Background: an optimization exercise with open tools, aiming at small area and a short achievable clock period. Do not read the settings as production practice. Only simulation tests tie the RTL to the original design; equivalence was not proved. Power is estimated from default activity; no workload was simulated.

==> try-juniper <==
==> flow/design.v (excerpt) <==
module ArithmeticLogicUnitSystem(
    input wire MuxDSel, IR_Write, IR_LH,
               DR_E, ALU_WF,
               Clock,
    input wire [1:0] MuxASel, MuxBSel, MuxCSel, DR_FunSel,
                     ARF_OutCSel, ARF_OutDSel, ARF_FunSel,
    input wire [2:0] RF_FunSel, RF_OutASel, RF_OutBSel,
                     ARF_RegSel,
    input wire [3:0] RF_RegSel, RF_ScrSel,
    input wire [4:0] ALU_FunSel,
    input wire [7:0] MemOut,
    output wire [15:0] Address,
    output wire [7:0] MemData,
    output wire [31:0] ALUOut,
    output wire Z, C, N, O
);
    wire [31:0] OutA, OutB, DROut;
    wire [15:0] OutC, OutD;
    wire [7:0]  IROut;
    wire [3:0]  FlagsOut;
    reg  [31:0] MuxAOut;
    reg  [15:0] MuxBOut;
    reg  [7:0]  MuxCOut;
    wire [31:0] ALU_A = MuxDSel ? {16'b0, OutC} : OutA;
    ArithmeticLogicUnit ALU(.WF(ALU_WF), .FunSel(ALU_FunSel),
                        .A(ALU_A), .B(OutB), .Clock(Clock),
                        .ALUOut(ALUOut), .FlagsOut(FlagsOut));
    RegisterFile RF(.I(MuxAOut), .Clock(Clock), .RegSel(RF_RegSel),
                .ScrSel(RF_ScrSel), .FunSel(RF_FunSel),
  ...
==> module RegisterFile, before the edit <==
module RegisterFile(
    input wire [31:0] I,
    input wire Clock,
    input wire [2:0] FunSel,
    input wire [2:0] OutASel,
    input wire [2:0] OutBSel,
    input wire [3:0] RegSel,
    input wire [3:0] ScrSel,
    output reg [31:0] OutA, OutB
    );
    wire [7:0] en = {ScrSel[0], ScrSel[1], ScrSel[2], ScrSel[3],
                     RegSel[0], RegSel[1], RegSel[2], RegSel[3]};
    wire incdec = (FunSel[2:1] == 2'b00);
    wire dec    = ~FunSel[0];
    wire shl8   = (FunSel == 3'b110);
    reg [31:0] X;
    always @* begin
        case (FunSel)
            3'b010:  X = I;
            3'b100:  X = {24'b0, I[7:0]};
            3'b101:  X = {16'b0, I[15:0]};
            3'b110:  X = {24'b0, I[7:0]};
            3'b111:  X = {{16{I[15]}}, I[15:0]};
            default: X = 32'b0;
        endcase
    end
    genvar k, i;
    generate
        for (k = 0; k < 8; k = k + 1) begin : R
            reg [31:0] q;
            wire a  = en[k] & incdec;
            wire sh = en[k] & shl8;
            wire ld = en[k] & ~incdec;
            wire [32:0] c;
            wire [31:0] m;
            assign c[0] = a;
            for (i = 0; i < 32; i = i + 1) begin : b
                assign c[i+1] = c[i] & (q[i] ^ dec);
                if (i >= 8) begin : hi
                    assign m[i] = sh ? q[i-8] : ld ? X[i] : q[i];
                end else begin : lo
                    assign m[i] = ld ? X[i] : q[i];
                end
            end
            always @(posedge Clock)
                q <= m ^ c[31:0];
        end
    endgenerate
    always @* begin
        case (OutASel)
            3'b000: OutA = R[0].q;
            3'b001: OutA = R[1].q;
            3'b010: OutA = R[2].q;
            3'b011: OutA = R[3].q;
            3'b100: OutA = R[4].q;
            3'b101: OutA = R[5].q;
            3'b110: OutA = R[6].q;
            3'b111: OutA = R[7].q;
        endcase
        case (OutBSel)
            3'b000: OutB = R[0].q;
            3'b001: OutB = R[1].q;
            3'b010: OutB = R[2].q;
            3'b011: OutB = R[3].q;
            3'b100: OutB = R[4].q;
            3'b101: OutB = R[5].q;
            3'b110: OutB = R[6].q;
            3'b111: OutB = R[7].q;
        endcase
    end
endmodule
==> module AddressRegisterFile, before the edit <==
module AddressRegisterFile(
    input wire [31:0] I,
    input wire [2:0] RegSel,
    input wire [1:0] FunSel, OutCSel, OutDSel,
    output reg [15:0] OutC, OutD,
    input wire Clock
    );
    wire [2:0] en = {RegSel[0], RegSel[1], RegSel[2]};    
    wire incdec = ~FunSel[1];
    wire dec    = ~FunSel[0];
    wire [15:0] X = FunSel[0] ? 16'b0 : I[15:0];           
    genvar k, i;
    generate
        for (k = 0; k < 3; k = k + 1) begin : A
            reg [15:0] q;
            wire a  = en[k] & incdec;
            wire ld = en[k] & ~incdec;
            wire [16:0] c;
            assign c[0] = a;
            for (i = 0; i < 16; i = i + 1) begin : b
                assign c[i+1] = c[i] & (q[i] ^ dec);
            end
            always @(posedge Clock)
                q <= (ld ? X : q) ^ c[15:0];
        end
    endgenerate
    always @* begin
        case (OutCSel)
            2'b00:   OutC = A[0].q;
            2'b01:   OutC = A[1].q;
            default: OutC = A[2].q;
        endcase
        case (OutDSel)
            2'b00:   OutD = A[0].q;
            2'b01:   OutD = A[1].q;
            default: OutD = A[2].q;
        endcase
    end
endmodule
Settings: LEC_CHECK=0, CAP_MARGIN=20, CORE_MARGIN=2, CORE_UTILIZATION=30, PLACE_DENSITY=0.5, SETUP_SLACK_MARGIN=0.3, SLEW_MARGIN=20; clock period 12.0 ns.
run.sh (not shown) runs the stock make flow with config.mk's settings and CLKGATE_MAP_FILE= SYNTH_SCRIPT=/design/flow/synth_recipe.tcl, a recipe that flattens the netlist after the stock synthesis.
==> try-amber (differences from try-juniper) <==
--- a/flow/design.v
+++ b/flow/design.v
@@ -58,46 +58,73 @@
     generate
         for (k = 0; k < 8; k = k + 1) begin : R
             reg [31:0] q;
-            wire a  = en[k] & incdec;
-            wire sh = en[k] & shl8;
-            wire ld = en[k] & ~incdec;
-            wire [32:0] c;
-            wire [31:0] m;
+            wire [31:0] d;
+            wire a   = en[k] & incdec;
+            wire sh  = en[k] & shl8;
+            wire ldl = en[k] & ~incdec;           
+            wire ldh = en[k] & ~incdec & ~shl8;   
+            wire hd  = ~(en[k] & ~incdec);        
+            wire [16:0] c;
             assign c[0] = a;
-            for (i = 0; i < 32; i = i + 1) begin : b
-                assign c[i+1] = c[i] & (q[i] ^ dec);
-                if (i >= 8) begin : hi
-                    assign m[i] = sh ? q[i-8] : ld ? X[i] : q[i];
-                end else begin : lo
-                    assign m[i] = ld ? X[i] : q[i];
+            for (i = 0; i < 16; i = i + 1) begin : s
+                if (i < 4) begin : lo
+                    RegSlice #(.SH(0)) sl(.q(q[2*i+1:2*i]), .qm8(2'b00), .x(X[2*i+1:2*i]),
+                        .c(c[i]), .dec(dec), .sh(1'b0), .ld(ldl), .hd(hd),
+                        .d(d[2*i+1:2*i]), .cn(c[i+1]));
+                end else begin : hi
+                    RegSlice #(.SH(1)) sl(.q(q[2*i+1:2*i]), .qm8(q[2*i-7:2*i-8]), .x(X[2*i+1:2*i]),
+                        .c(c[i]), .dec(dec), .sh(sh), .ld(ldh), .hd(hd),
+                        .d(d[2*i+1:2*i]), .cn(c[i+1]));
                 end
             end
             always @(posedge Clock)
-                q <= m ^ c[31:0];
+                q <= d;
+        end
+    endgenerate
+    wire [7:0] sa = 8'b1 << OutASel;
+    wire [7:0] sb = 8'b1 << OutBSel;
+    generate
+        for (i = 0; i < 32; i = i + 1) begin : rd
+            wire [7:0] col = {R[7].q[i], R[6].q[i], R[5].q[i], R[4].q[i],
+                              R[3].q[i], R[2].q[i], R[1].q[i], R[0].q[i]};
+            wire ya, yb;
+            ReadBit8 ra(.d(col), .s(sa), .y(ya));
+            ReadBit8 rb(.d(col), .s(sb), .y(yb));
+            always @* begin
+                OutA[i] = ya;
+                OutB[i] = yb;
+            end
+        end
+    endgenerate
+endmodule
+module RegSlice #(parameter SH = 1) (
+    input wire [1:0] q, qm8, x,
+    input wire c, dec, sh, ld, hd,
+    output wire [1:0] d,
+    output wire cn
+    );
+    wire c1 = c & (q[0] ^ dec);
+    assign cn = c1 & (q[1] ^ dec);
+    wire [1:0] m;
+    genvar j;
+    generate
+        for (j = 0; j < 2; j = j + 1) begin : b
+            if (SH) begin : s
+                assign m[j] = (sh & qm8[j]) | (ld & x[j]) | (hd & q[j]);
+            end else begin : n
+                assign m[j] = (ld & x[j]) | (hd & q[j]);
+            end
         end
     endgenerate
-    always @* begin
-        case (OutASel)
-            3'b000: OutA = R[0].q;
-            3'b001: OutA = R[1].q;
-            3'b010: OutA = R[2].q;
-            3'b011: OutA = R[3].q;
-            3'b100: OutA = R[4].q;
-            3'b101: OutA = R[5].q;
-            3'b110: OutA = R[6].q;
-            3'b111: OutA = R[7].q;
-        endcase
-        case (OutBSel)
-            3'b000: OutB = R[0].q;
-            3'b001: OutB = R[1].q;
-            3'b010: OutB = R[2].q;
-            3'b011: OutB = R[3].q;
-            3'b100: OutB = R[4].q;
-            3'b101: OutB = R[5].q;
-            3'b110: OutB = R[6].q;
-            3'b111: OutB = R[7].q;
-        endcase
-    end
+    assign d[0] = c  ? ~q[0] : m[0];
+    assign d[1] = c1 ? ~q[1] : m[1];
+endmodule
+module ReadBit8(
+    input wire [7:0] d,
+    input wire [7:0] s,
+    output wire y
+    );
+    assign y = |(d & s);
 endmodule
 module AddressRegisterFile(
     input wire [31:0] I,
@@ -114,29 +141,41 @@
     generate
         for (k = 0; k < 3; k = k + 1) begin : A
             reg [15:0] q;
+            wire [15:0] d;
             wire a  = en[k] & incdec;
             wire ld = en[k] & ~incdec;
-            wire [16:0] c;
+            wire [8:0] c;
             assign c[0] = a;
-            for (i = 0; i < 16; i = i + 1) begin : b
-                assign c[i+1] = c[i] & (q[i] ^ dec);
+            for (i = 0; i < 8; i = i + 1) begin : s
+                RegSlice #(.SH(0)) sl(.q(q[2*i+1:2*i]), .qm8(2'b00), .x(X[2*i+1:2*i]),
+                    .c(c[i]), .dec(dec), .sh(1'b0), .ld(ld), .hd(~ld),
+                    .d(d[2*i+1:2*i]), .cn(c[i+1]));
             end
             always @(posedge Clock)
-                q <= (ld ? X : q) ^ c[15:0];
+                q <= d;
         end
     endgenerate
-    always @* begin
-        case (OutCSel)
-            2'b00:   OutC = A[0].q;
-            2'b01:   OutC = A[1].q;
-            default: OutC = A[2].q;
-        endcase
-        case (OutDSel)
-            2'b00:   OutD = A[0].q;
-            2'b01:   OutD = A[1].q;
-            default: OutD = A[2].q;
-        endcase
-    end
+    wire [2:0] sc = {OutCSel[1], OutCSel == 2'b01, OutCSel == 2'b00};
+    wire [2:0] sd = {OutDSel[1], OutDSel == 2'b01, OutDSel == 2'b00};
+    generate
+        for (i = 0; i < 16; i = i + 1) begin : rd
+            wire [2:0] col = {A[2].q[i], A[1].q[i], A[0].q[i]};
+            wire yc, yd;
+            ReadBit3 rc(.d(col), .s(sc), .y(yc));
+            ReadBit3 rd(.d(col), .s(sd), .y(yd));
+            always @* begin
+                OutC[i] = yc;
+                OutD[i] = yd;
+            end
+        end
+    endgenerate
+endmodule
+module ReadBit3(
+    input wire [2:0] d,
+    input wire [2:0] s,
+    output wire y
+    );
+    assign y = |(d & s);
 endmodule
 module ArithmeticLogicUnit(
     input wire [31:0] A, B,
- SETUP_SLACK_MARGIN: 0.3 -> 3
- SYNTH_HIERARCHICAL: not set -> 1
- SYNTH_MINIMUM_KEEP_SIZE: not set -> 0
==> try-garnet (differences from try-juniper) <==
- SETUP_SLACK_MARGIN: 0.3 -> 3
==> summary.md <==
| Metric | Value |
|---|---|
| Status | no timing/DRC/antenna violations |
| Syn_nets | 4005 |
| Ranking of synthesized cells by area | dfxtp_1 20%, mux2i_1 7.7%, xnor2_1 4.9%, xor2_1 4.9%, a21oi_1 4.5% |
| Sequential share of cell area | 0.203 |
| Horiz. Die Dim | 324 um |
| Simple-gate area share of the yosys netlist | 0.199 |
| Tap Cells | 1368 |
| Clk cell area share | 0.0430 |
| Static Leak | 13.2 nW |
| Via density | 6.14 |
| Fin crit period | 8.97 ns |
| Setup Fix Bufs, Post-CTS | 63 |
| Post-Synthesis Cells | 3948 |
| Hold_sp | ARF.A[1].q[2] |
| Pwr dens | 144 nW/um^2 |
| Fin Hold WS | 0.569 ns |
| Nets | 3996 |
| Clk Latency, worst-skew pair | 0.64 ns |
The numbers above come from try-garnet.

==> summary.md <==
| Metric | Value |
|---|---|
| Post-Synthesis Cells | 3049 |
| Clk cell area share | 0.0440 |
| Fin Hold WS | 0.497 ns |
| Hold_sp | ARF.A[0].q[15] |
| Setup Fix Bufs, Post-CTS | 88 |
| Sequential share of cell area | 0.218 |
| Static Leak | 13.0 nW |
| Horiz. Die Dim | 307 um |
| Pwr dens | 135 nW/um^2 |
| Fin crit period | 9.17 ns |
| Syn_nets | 3106 |
| Status | no timing/DRC/antenna violations |
| Tap Cells | 1186 |
| Clk Latency, worst-skew pair | 0.61 ns |
| Nets | 3323 |
The numbers above come from try-amber.

==> summary.md <==
| Metric | Value |
|---|---|
| Status | no timing/DRC/antenna violations |
| Syn_nets | 4005 |
| Post-Synthesis Cells | 3948 |
| Setup Fix Bufs, Post-CTS | 0 |
| Nets | 3900 |
| Sequential share of cell area | 0.216 |
| Static Leak | 12.4 nW |
| Tap Cells | 1368 |
| Simple-gate area share of the yosys netlist | 0.199 |
| Clk Latency, worst-skew pair | 0.63 ns |
| Pwr dens | 149 nW/um^2 |
| Hold_sp | ARF.A[0].q[0] |
The numbers above come from try-juniper.

## what the ideal ports hide
No port has a modelled driver above. Below, the same layouts with a new extraction and two added sets of constraints.
Step 1 assumes that a clkbuf_16 drives the clock port and a buf_2 every other input.
Step 2, shift: input delay + t, output delay - t, t = (earliest + latest rising clock arrival at the registers) / 2. This alone moves slack from input paths to output paths.
Slacks: ideal ports / drivers / drivers and shift; pairs: ideal ports / drivers.
run	t (ns)	slack for setup (ns)	worst hold slack (ns)	clock arrival spread, ns
try-juniper	0.684	1.157 / 1.040 / 1.040	0.568 / 0.568 / 0.568	0.026 / 0.025
try-amber	0.652	2.832 / 2.719 / 2.719	0.497 / 0.497 / 0.497	0.047 / 0.046
try-garnet	0.697	3.031 / 2.792 / 2.792	0.569 / 0.569 / 0.569	0.029 / 0.029
After both steps every run listed still meets setup and hold. The setup slack of try-garnet, which loses most, moves by -0.239 ns with the drivers and by -0.239 ns with both steps.
